Background: an optimization exercise with open tools, aiming at small area. Do not read the settings as production practice.
The RTL was checked by simulation tests, not by an equivalence proof against the original design.
Power and IR drop assume default switching activity.

==> module fifo, before the edit <==
module fifo (
    input         clk,
    input         clear,
    input         push,
    input  [15:0] din,
    input         pop,
    output [5:0]  used,
    output [15:0] head
);
    reg [15:0] mem [0:62];
    reg [5:0] count;
    assign used = count;
    integer i;
    always @(posedge clk)
    begin
        if (push)
        begin
            mem[0] <= din;
            for (i = 1; i < 63; i = i + 1)
                mem[i] <= mem[i - 1];
        end
    end
    always @(posedge clk)
    begin
        if (clear)
            count <= 0;
        else if (push && !pop)
            count <= count + 1'b1;
        else if (pop && !push)
            count <= count - 1'b1;
    end
    wire [7:0] dlo = 8'd1 << count[2:0];
    wire [7:0] dhi = 8'd1 << count[5:3];
    wire [63:0] sel;
    genvar gi;
    generate for (gi = 0; gi < 64; gi = gi + 1) begin : s
        assign sel[gi] = dhi[gi / 8] & dlo[gi % 8];
    end endgenerate
    wire [15:0] t [0:20];
    generate for (gi = 0; gi < 21; gi = gi + 1) begin : grp
        aoi222 g (.a(mem[3*gi]), .sa(sel[3*gi+1]), .b(mem[3*gi+1]), .sb(sel[3*gi+2]), .c(mem[3*gi+2]), .sc(sel[3*gi+3]), .y(t[gi]));
    end endgenerate
    wire [15:0] u [0:6];
    generate for (gi = 0; gi < 7; gi = gi + 1) begin : grp2
        assign u[gi] = ~(t[3*gi] & t[3*gi+1] & t[3*gi+2]);
    end endgenerate
    assign head = u[0] | u[1] | u[2] | u[3] | u[4] | u[5] | u[6];
endmodule
Settings: LEC_CHECK=0, CAP_MARGIN=20, CORE_MARGIN=2, CORE_UTILIZATION=45, PLACE_DENSITY=0.6, SLEW_MARGIN=20, SYNTH_HIERARCHICAL=1, SYNTH_MINIMUM_KEEP_SIZE=0; clock period 8.0 ns.
standard.sh (not shown) runs the stock make flow with config.mk's settings and CLKGATE_MAP_FILE= SYNTH_SCRIPT=/design/flow/synth_recipe.tcl, a recipe that flattens the netlist after the stock synthesis.
==> flow/flow/run.sh <==
#!/bin/bash
# Layout flow: the standard layout (standard.sh, ORFS) with two changes:
#  - the port buffers are the smallest buffer cell (buf_1) instead of the
#    one ORFS picks; every input and output port still gets its own buffer;
#  - clock tree synthesis clusters up to 28 flip-flops within 120 um per
#    leaf buffer and inserts no dummy loads.
# Each ORFS step writes its own log under orfs/logs/; make's output goes to
# flow_make.log and the DEF export's to flow_def.log.
set -euo pipefail
cd "$(dirname "$0")/.."
export BUFFER_PORTS_ARGS="-buffer_cell sky130_fd_sc_hd__buf_1"
export CTS_ARGS="-sink_clustering_enable -repair_clock_nets -dont_use_dummy_load -sink_clustering_size 28 -sink_clustering_max_diameter 120"
bash standard.sh > flow_make.log 2>&1
test -s out/final.def
Then changed:
--- a/flow/design.v
+++ b/flow/design.v
@@ -6,21 +6,23 @@
     input         pop,
     output [5:0]  used,
     output [15:0] head
 );
-    reg [15:0] mem [0:62];
+    reg [16*63-1:0] mem;
     reg [5:0] count;
     assign used = count;
-    integer i;
-    always @(posedge clk)
-    begin
-        if (push)
-        begin
-            mem[0] <= din;
-            for (i = 1; i < 63; i = i + 1)
-                mem[i] <= mem[i - 1];
+    wire push_n = ~push;
+    wire [16*63-1:0] mem_nxt;
+    wire [16*64-1:0] mem_in = {mem, din};
+    genvar gi;
+    generate
+        for (gi = 0; gi < 16*63; gi = gi + 1)
+        begin : keep
+            hold2 h (.q(mem[gi]), .d(mem_in[gi]), .ld(push), .ld_n(push_n), .y(mem_nxt[gi]));
         end
-    end
+    endgenerate
+    always @(posedge clk)
+        mem <= mem_nxt;
     always @(posedge clk)
     begin
         if (clear)
             count <= 0;
@@ -31,15 +33,14 @@
     end
     wire [7:0] dlo = 8'd1 << count[2:0];
     wire [7:0] dhi = 8'd1 << count[5:3];
     wire [63:0] sel;
-    genvar gi;
     generate for (gi = 0; gi < 64; gi = gi + 1) begin : s
         assign sel[gi] = dhi[gi / 8] & dlo[gi % 8];
     end endgenerate
     wire [15:0] t [0:20];
     generate for (gi = 0; gi < 21; gi = gi + 1) begin : grp
-        aoi222 g (.a(mem[3*gi]), .sa(sel[3*gi+1]), .b(mem[3*gi+1]), .sb(sel[3*gi+2]), .c(mem[3*gi+2]), .sc(sel[3*gi+3]), .y(t[gi]));
+        aoi222 g (.a(mem[16*(3*gi) +: 16]), .sa(sel[3*gi+1]), .b(mem[16*(3*gi+1) +: 16]), .sb(sel[3*gi+2]), .c(mem[16*(3*gi+2) +: 16]), .sc(sel[3*gi+3]), .y(t[gi]));
     end endgenerate
     wire [15:0] u [0:6];
     generate for (gi = 0; gi < 7; gi = gi + 1) begin : grp2
         assign u[gi] = ~(t[3*gi] & t[3*gi+1] & t[3*gi+2]);
@@ -48,8 +49,17 @@
 endmodule
 module aoi222 (input [15:0] a, input sa, input [15:0] b, input sb, input [15:0] c, input sc, output [15:0] y);
     assign y = ~((a & {16{sa}}) | (b & {16{sb}}) | (c & {16{sc}}));
 endmodule
+module hold2 (
+    input  q,
+    input  d,
+    input  ld,
+    input  ld_n,
+    output y
+);
+    assign y = (q & ld_n) | (d & ld);
+endmodule
 module eq32 (
     input  [31:0] a,
     input  [31:0] b,
     output        y
Outcome:
- flip-flop and latch count stays the same
- setup slack improved by 0.13 ns
- maximum frequency rose by 1.9%
- synthesized cell count rose by 28%
- synthesized area fell by 2.2%
- routed wire length rose by 9.3%
- sequential share of layout area fell by 15 points
- design area fell by 1.5%
- non-clock buffer count rose by 43
- clock-buffer cell count does not change
- clock skew fell by 0.017 ns
- total power fell by 9.2%
- clock power barely changes

## afterwards: timing with drivers on the ports
Ports are ideal in the flow. The routed layouts listed here were re-timed in OpenROAD. Step 1 assumes that a clkbuf_16 drives the clock port and a buf_2 every other input. Step 2 times the ports against the registers' clock, not the clock port: input delays grow and output delays shrink by t, the midpoint of the rising clock arrivals with the driver on. Three values: ideal ports, drivers, drivers and shift; two values: the first two.
run	t, ns	setup WS [ns]	worst setup path at the end	slew at the worst register clock pin (ns)	worst data-port slew with drivers (ns)
the first run	0.764	1.392 / 1.392 / 1.392	register to register	0.12 / 0.12	0.09
the second run	0.734	1.518 / 1.518 / 1.518	register to register	0.12 / 0.12	0.09
After both steps setup and hold are still met in every run listed.
